What follows belongs to an exercise in optimizing a design on an open flow for small area, a short achievable clock period and few clock cycles per item; a production flow would make more cautious choices.
The RTL was checked by simulation tests, not by an equivalence proof against the original design.

==> flow/design.v <==
module cpa66(a, b, ci, s);
input  [65:0] a;
input  [65:0] b;
input         ci;
output [65:0] s;
wire [65:0] p = a ^ b;
wire [65:0] g = a & b;
wire [65:0] G0 = {g[65:1], g[0] | (p[0] & ci)};
wire [65:0] P0 = p;
wire [65:0] G1 = {G0[65:1] | (P0[65:1] & G0[64:0]), G0[0:0]};
wire [65:0] P1 = {P0[65:1] & P0[64:0], P0[0:0]};
wire [65:0] G2 = {G1[65:2] | (P1[65:2] & G1[63:0]), G1[1:0]};
wire [65:0] P2 = {P1[65:2] & P1[63:0], P1[1:0]};
wire [65:0] G3 = {G2[65:4] | (P2[65:4] & G2[61:0]), G2[3:0]};
wire [65:0] P3 = {P2[65:4] & P2[61:0], P2[3:0]};
wire [65:0] G4 = {G3[65:8] | (P3[65:8] & G3[57:0]), G3[7:0]};
wire [65:0] P4 = {P3[65:8] & P3[57:0], P3[7:0]};
wire [65:0] G5 = {G4[65:16] | (P4[65:16] & G4[49:0]), G4[15:0]};
wire [65:0] P5 = {P4[65:16] & P4[49:0], P4[15:0]};
wire [65:0] G6 = {G5[65:32] | (P5[65:32] & G5[33:0]), G5[31:0]};
wire [65:0] P6 = {P5[65:32] & P5[33:0], P5[31:0]};
wire [65:0] G7 = {G6[65:64] | (P6[65:64] & G6[1:0]), G6[63:0]};
wire [65:0] P7 = {P6[65:64] & P6[1:0], P6[63:0]};
assign s = p ^ {G7[64:0], ci};
endmodule
module mont_step(S, C, v, k, a, abn, B, N, So, Co, ko, vo);
input  [65:0] S;
input  [65:0] C;
input  [2:0]  v;
input         k;
input  [2:0]  a;
input  [2:0]  abn;
input  [64:0] B;
input  [63:0] N;
output [65:0] So;
output [65:0] Co;
output        ko;
output [2:0]  vo;
wire [2:0] fs = S[2:0] ^ C[2:0] ^ v;
wire [2:0] fc = (S[2:0] & C[2:0]) | (S[2:0] & v) | (C[2:0] & v);
wire [2:0] u;
assign u[0] = fs[0];
assign u[1] = fs[1] ^ fc[0];
assign u[2] = fs[2] ^ fc[1] ^ (fs[1] & fc[0]);
wire [2:0] mn = {~N[2], ~N[1], 1'b1};	 
wire [2:0] q;
assign q[0] = u[0];
assign q[1] = u[1] ^ (mn[1] & u[0]);
assign q[2] = u[2] ^ (mn[1] & u[1]) ^ (mn[2] & u[0]) ^ (u[1] & mn[1] & u[0]);
wire [68:0] p0 = a[0] ? {4'b0, B} : 69'd0;
wire [68:0] p1 = {(a[1] ? {3'b0, B} : 68'd0), k};
wire [68:0] p2 = {(a[2] ? {2'b0, B} : 67'd0), 2'b0};
wire [68:0] r0 = q[0] ? {5'b0, N} : 69'd0;
wire [68:0] r1 = {(q[1] ? {4'b0, N} : 68'd0), 1'b0};
wire [68:0] r2 = {(q[2] ? {3'b0, N} : 67'd0), 2'b0};
wire [68:0] s0 = {3'b0, S};
wire [68:0] c0 = {3'b0, C};
wire [68:0] s1 = s0 ^ c0 ^ p0;
wire [68:0] c1 = {((s0 & c0) | (s0 & p0) | (c0 & p0)), 1'b0};
wire [68:0] s2 = s1 ^ c1 ^ p1;
wire [68:0] c2 = {((s1 & c1) | (s1 & p1) | (c1 & p1)), 1'b0};
wire [68:0] s3 = s2 ^ c2 ^ p2;
wire [68:0] c3 = {((s2 & c2) | (s2 & p2) | (c2 & p2)), 1'b0};
wire [68:0] s4 = r0 ^ r1 ^ r2;
wire [68:0] c4 = {((r0 & r1) | (r0 & r2) | (r1 & r2)), 1'b0};
wire [68:0] s5 = s3 ^ c3 ^ s4;
wire [68:0] c5 = {((s3 & c3) | (s3 & s4) | (c3 & s4)), 1'b0};
wire [68:0] s6 = s5 ^ c5 ^ c4;
wire [68:0] c6 = {((s5 & c5) | (s5 & c4) | (c5 & c4)), 1'b0};
assign So = s6[68:3];
assign Co = c6[68:3];
assign ko = |{s6[2:0], c6[2:1]};
wire [2:0] abn1 = abn + 3'd1;
assign vo = ko ? abn1 : abn;
endmodule
module RSA_Encryptor(private_key, public_key, message_val, clk, start, rst, cal_done, cal_val);
	input 	[63:0] 	private_key;	 
	input 	[63:0] 	public_key;		 
	input 	[63:0] 	message_val;	 
	input 			clk;
	input 			start;
	input 			rst;
	output	reg		cal_done;
	output	[63:0]	cal_val;
	localparam IDLE  = 3'd0;
	localparam SETUP = 3'd1;	 
	localparam DIV   = 3'd2;	 
	localparam MUL   = 3'd3;	 
	localparam CPA   = 3'd4;	 
	localparam FIX   = 3'd5;	 
	localparam M_SQ  = 2'd0;	 
	localparam M_MX  = 2'd1;	 
	localparam M_FIN = 2'd2;	 
	reg [2:0]  state;
	reg [1:0]  mode;
	reg        first;		 
	reg [7:0]  cnt;
	reg [6:0]  ecnt;		 
	reg [63:0] N;
	reg [63:0] E;
	reg [64:0] X;			 
	reg [64:0] A;			 
	reg [65:0] S;			 
	reg [65:0] C;
	reg        k;			 
	reg [2:0]  v;			 
	assign cal_val = A[63:0];
	reg [2:0]  ad;			 
	reg        idle;
	wire [65:0] cpa;
	cpa66 u_cpa(.a(S), .b(C), .ci(k), .s(cpa));
	wire [65:0] Sn, Cn;
	wire        kn;
	wire [2:0]  vn;
	wire [2:0]  dnext;
	wire [2:0]  abn = dnext * A[2:0];
	mont_step u_step(.S(S), .C(C), .v(v), .k(k), .a(ad), .abn(abn), .B(A), .N(N),
	                 .So(Sn), .Co(Cn), .ko(kn), .vo(vn));
	wire        ok  = ~cpa[65];
	wire [64:0] rem = ok ? cpa[64:0] : S[64:0];
	wire        ez  = ~|E;
	wire        divbit = ez ? (cnt == 8'd63) : (cnt[7:6] == 2'b00 && X[~cnt[5:0]]);
	wire [68:0] dsrc = (mode == M_MX) ? {4'b0, X} : {4'b0, A};
	assign      dnext = (mode == M_FIN) ? 3'd0 : dsrc[3*cnt[4:0]+3 +: 3];
	wire        nmx  = mode == M_SQ && E[63] && !first;
	wire        nfin = !nmx && ecnt <= 7'd1;
	wire [2:0]  d0   = nmx ? X[2:0] : (nfin ? 3'd1 : cpa[2:0]);
	wire [2:0]  ab0  = d0 * cpa[2:0];
	wire eshift = (state == SETUP || state == DIV) && !E[63] && ecnt != 7'd0;
	always @(posedge clk or posedge rst)
	begin
		if (rst)
		begin
			state    <= IDLE;
			idle     <= 1'b1;
			cal_done <= 1'b0;
		end
		else
		begin
			cal_done <= 1'b0;
			idle     <= 1'b0;
			case (state)
			IDLE:  if (start) state <= SETUP;
			       else idle <= 1'b1;
			SETUP: state <= DIV;
			DIV:   if (cnt == 8'd129) state <= CPA;
			MUL:   if (cnt == 8'd21) state <= CPA;
			CPA:   if (mode == M_FIN && !first) state <= FIX;
			       else state <= MUL;
			FIX:   begin
				cal_done <= 1'b1;
				idle     <= 1'b1;
				state    <= IDLE;
			end
			default: state <= IDLE;
			endcase
		end
	end
	always @(posedge clk)
	begin
		case (state)
		MUL:     begin S <= Sn; C <= Cn; k <= kn; end
		DIV:     begin
			S <= {rem, divbit};
			if (cnt == 8'd129) begin C <= 66'd0; k <= 1'b0; end
			else begin C <= {2'b11, ~N}; k <= 1'b1; end
		end
		SETUP:   begin S <= (N[63] && !ez) ? {3'b0, X[63:1]} : 66'd0; C <= {2'b11, ~N}; k <= 1'b1; end
		default: begin S <= 66'd0; C <= 66'd0; k <= 1'b0; end
		endcase
		if (idle)
		begin
			E    <= private_key;
			ecnt <= 7'd64;
		end
		else if (eshift)
		begin
			E    <= {E[62:0], 1'b0};
			ecnt <= ecnt - 7'd1;
		end
		else if (state == CPA && !(mode == M_FIN && !first) && !nmx && !nfin)
		begin
			E    <= {E[62:0], 1'b0};
			ecnt <= ecnt - 7'd1;
		end
		if (idle) N <= public_key;
		if (idle) X <= {1'b0, message_val};
		else if (state == CPA && first) X <= cpa[64:0];
		if (state == CPA) A <= cpa[64:0];
		else if (state == FIX) A <= (A == {1'b0, N}) ? 65'd0 : A;
		case (state)
		SETUP: cnt <= N[63] ? 8'd63 : 8'd0;
		DIV:   cnt <= cnt + 8'd1;
		MUL:   cnt <= cnt + 8'd1;
		default: cnt <= 8'd0;
		endcase
		if (state == DIV) first <= 1'b1;
		else if (state == CPA) first <= 1'b0;
		if (state == MUL)
		begin
			ad  <= dnext;
			v   <= vn;
		end
		else if (state == CPA)
		begin
			ad   <= d0;
			v    <= ab0;
			mode <= nmx ? M_MX : (nfin ? M_FIN : M_SQ);
		end
	end
endmodule
Settings: LEC_CHECK=0, CAP_MARGIN=20, CORE_MARGIN=2, CORE_UTILIZATION=70, SLEW_MARGIN=20, TNS_END_PERCENT=5; clock period 10.0 ns.
standard.sh (not shown) runs the stock make flow with config.mk's settings and CLKGATE_MAP_FILE= SYNTH_SCRIPT=/design/flow/synth_recipe.tcl, a recipe that flattens the netlist after the stock synthesis.
==> flow/flow/run.sh <==
#!/bin/bash
# Layout flow: the standard layout (standard.sh, unchanged synthesis),
# with two repair settings changed:
#  - the input and output ports are buffered with buf_2 cells instead of the
#    default pick, a slow delay buffer;
set -euo pipefail
bash standard.sh "BUFFER_PORTS_ARGS=-buffer_cell sky130_fd_sc_hd__buf_2" \
	"SETUP_SLACK_MARGIN=6.5" \
	finish > standard.log 2>&1
Testbench counts at the start, summed over its fixed seeds: cycles 71,074, items 32.
Then changed:
--- a/flow/design.v
+++ b/flow/design.v
@@ -20,31 +20,33 @@
 wire [65:0] G6 = {G5[65:32] | (P5[65:32] & G5[33:0]), G5[31:0]};
 wire [65:0] P6 = {P5[65:32] & P5[33:0], P5[31:0]};
 wire [65:0] G7 = {G6[65:64] | (P6[65:64] & G6[1:0]), G6[63:0]};
 wire [65:0] P7 = {P6[65:64] & P6[1:0], P6[63:0]};
 assign s = p ^ {G7[64:0], ci};
 endmodule
-module mont_step(S, C, v, k, a, abn, B, N, So, Co, ko, vo);
+module mont_step(S, C, fs, fc, k, a, abn, B, N, So, Co, ko, fso, fco);
 input  [65:0] S;
 input  [65:0] C;
-input  [2:0]  v;
+input  [2:0]  fs;
+input  [1:0]  fc;
 input         k;
 input  [2:0]  a;
 input  [2:0]  abn;
 input  [64:0] B;
 input  [63:0] N;
 output [65:0] So;
 output [65:0] Co;
 output        ko;
-output [2:0]  vo;
-wire [2:0] fs = S[2:0] ^ C[2:0] ^ v;
-wire [2:0] fc = (S[2:0] & C[2:0]) | (S[2:0] & v) | (C[2:0] & v);
+output [2:0]  fso;
+output [1:0]  fco;
+wire       uc1 = fs[0] & k;
+wire       uc2 = (fs[1] & fc[0]) | (fs[1] & uc1) | (fc[0] & uc1);
 wire [2:0] u;
-assign u[0] = fs[0];
-assign u[1] = fs[1] ^ fc[0];
-assign u[2] = fs[2] ^ fc[1] ^ (fs[1] & fc[0]);
+assign u[0] = fs[0] ^ k;
+assign u[1] = fs[1] ^ fc[0] ^ uc1;
+assign u[2] = fs[2] ^ fc[1] ^ uc2;
 wire [2:0] mn = {~N[2], ~N[1], 1'b1};	 
 wire [2:0] q;
 assign q[0] = u[0];
 assign q[1] = u[1] ^ (mn[1] & u[0]);
 assign q[2] = u[2] ^ (mn[1] & u[1]) ^ (mn[2] & u[0]) ^ (u[1] & mn[1] & u[0]);
 wire [68:0] p0 = a[0] ? {4'b0, B} : 69'd0;
@@ -67,14 +69,15 @@
 wire [68:0] c5 = {((s3 & c3) | (s3 & s4) | (c3 & s4)), 1'b0};
 wire [68:0] s6 = s5 ^ c5 ^ c4;
 wire [68:0] c6 = {((s5 & c5) | (s5 & c4) | (c5 & c4)), 1'b0};
 assign So = s6[68:3];
 assign Co = c6[68:3];
 assign ko = |{s6[2:0], c6[2:1]};
-wire [2:0] abn1 = abn + 3'd1;
-assign vo = ko ? abn1 : abn;
+assign fso = s6[5:3] ^ c6[5:3] ^ abn;
+wire [2:0] fcw = (s6[5:3] & c6[5:3]) | (s6[5:3] & abn) | (c6[5:3] & abn);
+assign fco = fcw[1:0];
 endmodule
 module RSA_Encryptor(private_key, public_key, message_val, clk, start, rst, cal_done, cal_val);
 	input 	[63:0] 	private_key;	 
 	input 	[63:0] 	public_key;		 
 	input 	[63:0] 	message_val;	 
 	input 			clk;
@@ -100,25 +103,27 @@
 	reg [63:0] E;
 	reg [64:0] X;			 
 	reg [64:0] A;			 
 	reg [65:0] S;			 
 	reg [65:0] C;
 	reg        k;			 
-	reg [2:0]  v;			 
+	reg [2:0]  fs;			 
+	reg [1:0]  fc;
 	assign cal_val = A[63:0];
 	reg [2:0]  ad;			 
 	reg        idle;
 	wire [65:0] cpa;
 	cpa66 u_cpa(.a(S), .b(C), .ci(k), .s(cpa));
 	wire [65:0] Sn, Cn;
 	wire        kn;
-	wire [2:0]  vn;
+	wire [2:0]  fsn;
+	wire [1:0]  fcn;
 	wire [2:0]  dnext;
 	wire [2:0]  abn = dnext * A[2:0];
-	mont_step u_step(.S(S), .C(C), .v(v), .k(k), .a(ad), .abn(abn), .B(A), .N(N),
-	                 .So(Sn), .Co(Cn), .ko(kn), .vo(vn));
+	mont_step u_step(.S(S), .C(C), .fs(fs), .fc(fc), .k(k), .a(ad), .abn(abn), .B(A), .N(N),
+	                 .So(Sn), .Co(Cn), .ko(kn), .fso(fsn), .fco(fcn));
 	wire        ok  = ~cpa[65];
 	wire [64:0] rem = ok ? cpa[64:0] : S[64:0];
 	wire        ez  = ~|E;
 	wire        divbit = ez ? (cnt == 8'd63) : (cnt[7:6] == 2'b00 && X[~cnt[5:0]]);
 	wire [68:0] dsrc = (mode == M_MX) ? {4'b0, X} : {4'b0, A};
 	assign      dnext = (mode == M_FIN) ? 3'd0 : dsrc[3*cnt[4:0]+3 +: 3];
@@ -196,16 +201,18 @@
 		endcase
 		if (state == DIV) first <= 1'b1;
 		else if (state == CPA) first <= 1'b0;
 		if (state == MUL)
 		begin
 			ad  <= dnext;
-			v   <= vn;
+			fs  <= fsn;
+			fc  <= fcn;
 		end
 		else if (state == CPA)
 		begin
 			ad   <= d0;
-			v    <= ab0;
+			fs   <= ab0;
+			fc   <= 2'd0;
 			mode <= nmx ? M_MX : (nfin ? M_FIN : M_SQ);
 		end
 	end
 endmodule
What happened: The new run finished clean; via count came out higher by 6.6%; hold slack improved by 0.018 ns; wire length climbs by 10%; global-route usage climbs by 3.7 points; die area grows by 0.69%; worst setup slack is better by 0.069 ns; utilization came out higher by 0.35 points; fmax went up by 1.5%; register-to-register slack is better by 0.07 ns.
Testbench counts after the change, summed over its fixed seeds: cycles 71,074, items 32.

* * *

the reference run:
// RSA_Encryptor: RTL as listed in full above, without the edits since
==> flow/config.mk <==
export PLATFORM = sky130hd
export DESIGN_NAME = RSA_Encryptor
export DESIGN_NICKNAME = RSA_Encryptor
export VERILOG_FILES = /design/flow/design.v
export SDC_FILE = /design/flow/constraint.sdc
export NUM_CORES = 4
export LEC_CHECK = 0
export CAP_MARGIN = 20
export CORE_MARGIN = 2
export CORE_UTILIZATION = 40
export SLEW_MARGIN = 20
==> flow/constraint.sdc <==
create_clock -name core_clock -period 10.0 [get_ports {clk}]
set_input_delay 2.0000 -clock core_clock [delete_from_list [all_inputs] [get_ports {clk}]]
set_output_delay 2.0000 -clock core_clock [all_outputs]
set_load 0.01 [all_outputs]
==> flow/flow/run.sh <==
#!/bin/bash
# Layout flow: the standard layout (standard.sh, unchanged synthesis),
# with two repair settings changed:
#  - the input and output ports are buffered with buf_2 cells instead of the
#    default pick, a slow delay buffer;
#  - repair_timing aims for SETUP_SLACK_MARGIN ns of extra setup slack.
# The clock period and all constraints are the standard flow's.
set -euo pipefail
MARGIN=6.5
bash standard.sh "BUFFER_PORTS_ARGS=-buffer_cell sky130_fd_sc_hd__buf_2" \
	"SETUP_SLACK_MARGIN=${MARGIN}" finish > standard.log 2>&1
Testbench counts of the reference run, summed over its fixed seeds: cycles 71,074, items 32.
Edits applied to the flow inputs when going from the reference run to the trial run:
diff --git a/flow/design.v b/flow/design.v
--- a/flow/design.v
+++ b/flow/design.v
@@ -71,6 +71,7 @@
 assign Co = c6[68:3];
 assign ko = |{s6[2:0], c6[2:1]};
-wire [2:0] abn1 = abn + 3'd1;
-assign vo = ko ? abn1 : abn;
+assign vo[0] = abn[0] ^ ko;
+assign vo[1] = abn[1] ^ (abn[0] & ko);
+assign vo[2] = abn[2] ^ (abn[1] & abn[0] & ko);
 endmodule
 module RSA_Encryptor(private_key, public_key, message_val, clk, start, rst, cal_done, cal_val);
@@ -82,5 +83,5 @@
 	input 			rst;
 	output	reg		cal_done;
-	output	[63:0]	cal_val;
+	output	reg [63:0]	cal_val;
 	localparam IDLE  = 3'd0;
 	localparam SETUP = 3'd1;	 
@@ -95,4 +96,6 @@
 	reg [1:0]  mode;
 	reg        first;		 
+	reg        ph;			 
+	reg        sg;			 
 	reg [7:0]  cnt;
 	reg [6:0]  ecnt;		 
@@ -105,5 +108,4 @@
 	reg        k;			 
 	reg [2:0]  v;			 
-	assign cal_val = A[63:0];
 	reg [2:0]  ad;			 
 	reg        idle;
@@ -117,8 +119,9 @@
 	mont_step u_step(.S(S), .C(C), .v(v), .k(k), .a(ad), .abn(abn), .B(A), .N(N),
 	                 .So(Sn), .Co(Cn), .ko(kn), .vo(vn));
-	wire        ok  = ~cpa[65];
-	wire [64:0] rem = ok ? cpa[64:0] : S[64:0];
+	wire        fast  = N[63] && S[65:63] == 3'd0;
+	wire        dstep = state == DIV && (fast || ph);
+	wire [64:0] rem   = (fast || sg) ? S[64:0] : A[64:0];
 	wire        ez  = ~|E;
-	wire        divbit = ez ? (cnt == 8'd63) : (cnt[7:6] == 2'b00 && X[~cnt[5:0]]);
+	wire        divbit = ez ? (cnt == 8'd63) : X[63];
 	wire [68:0] dsrc = (mode == M_MX) ? {4'b0, X} : {4'b0, A};
 	assign      dnext = (mode == M_FIN) ? 3'd0 : dsrc[3*cnt[4:0]+3 +: 3];
@@ -144,5 +147,5 @@
 			       else idle <= 1'b1;
 			SETUP: state <= DIV;
-			DIV:   if (cnt == 8'd129) state <= CPA;
+			DIV:   if (dstep && cnt == 8'd129) state <= CPA;
 			MUL:   if (cnt == 8'd21) state <= CPA;
 			CPA:   if (mode == M_FIN && !first) state <= FIX;
@@ -161,10 +164,10 @@
 		case (state)
 		MUL:     begin S <= Sn; C <= Cn; k <= kn; end
-		DIV:     begin
+		DIV:     if (dstep)
+		begin
 			S <= {rem, divbit};
 			if (cnt == 8'd129) begin C <= 66'd0; k <= 1'b0; end
-			else begin C <= {2'b11, ~N}; k <= 1'b1; end
-		end
-		SETUP:   begin S <= (N[63] && !ez) ? {3'b0, X[63:1]} : 66'd0; C <= {2'b11, ~N}; k <= 1'b1; end
+		end
+		SETUP:   begin S <= 66'd0; C <= {2'b11, ~N}; k <= 1'b1; end
 		default: begin S <= 66'd0; C <= 66'd0; k <= 1'b0; end
 		endcase
@@ -186,10 +189,13 @@
 		if (idle) N <= public_key;
 		if (idle) X <= {1'b0, message_val};
+		else if (dstep)             X <= {X[63:0], 1'b0};
 		else if (state == CPA && first) X <= cpa[64:0];
-		if (state == CPA) A <= cpa[64:0];
-		else if (state == FIX) A <= (A == {1'b0, N}) ? 65'd0 : A;
+		if (state == CPA || (state == DIV && !dstep)) A <= cpa[64:0];
+		sg <= cpa[65];
+		ph <= state == DIV && !dstep;
+		cal_val <= (A == {1'b0, N}) ? 64'd0 : A[63:0];
 		case (state)
-		SETUP: cnt <= N[63] ? 8'd63 : 8'd0;
-		DIV:   cnt <= cnt + 8'd1;
+		SETUP: cnt <= 8'd0;
+		DIV:   if (dstep) cnt <= cnt + 8'd1;
 		MUL:   cnt <= cnt + 8'd1;
 		default: cnt <= 8'd0;
### Flow results
- Between the trial run and the reference run, the post-synthesis share of cell area spent on full adders, half adders and majority gates is lower for the trial run.
- Looking at floorplan row count, the trial run sits 3.8% higher than the reference run does.
- Summary — global-route usage, the trial run relative to the reference run: lower, by 0.71 points.
- Of the trial run and the reference run, it is the trial run that has the higher routed length on met3.
- Detailed-route wire length (the trial run vs. the reference run) increases by a few percent
- The trial run vs. the reference run: synthesized cell count has increased; critical path depth has decreased; setup slack after layout has decreased.
- Headroom to the max-slew limit: the trial run and the reference run compared, lower one is the trial run
- The trial run against the reference run: share of the synthesized netlist area taken by xor and xnor gates down 0.40 points; sequential cell area fraction in the yosys report up 5.4 points.
Testbench counts of the trial run, summed over its fixed seeds: cycles 74,483, items 32.

[re-timing with driven ports]
The flow's constraints put no driver on any port. The routed layouts listed below were extracted and timed again, unchanged, in two steps. Step 1, drivers: a clkbuf_16 drives clk and a buf_2 each remaining input, both assumed. Step 2 times the ports against the registers' clock, not the clock port: input delays grow and output delays shrink by t, the midpoint of the rising clock arrivals with the driver on. a / b / c = ideal / step 1 / step 2; a / b = the first two.
run	t, ns	setup slack, ns	slew at the worst register clock pin (ns)
the first run of note 1	0.667	5.437 / 5.437 / 5.437	0.07 / 0.07
the second run of note 1	0.678	5.505 / 5.505 / 5.505	0.07 / 0.07
the reference run	0.693	5.409 / 5.409 / 5.409	0.07 / 0.07
the trial run	0.711	5.379 / 5.379 / 5.379	0.07 / 0.07
After both steps setup and hold are still met in every run listed.
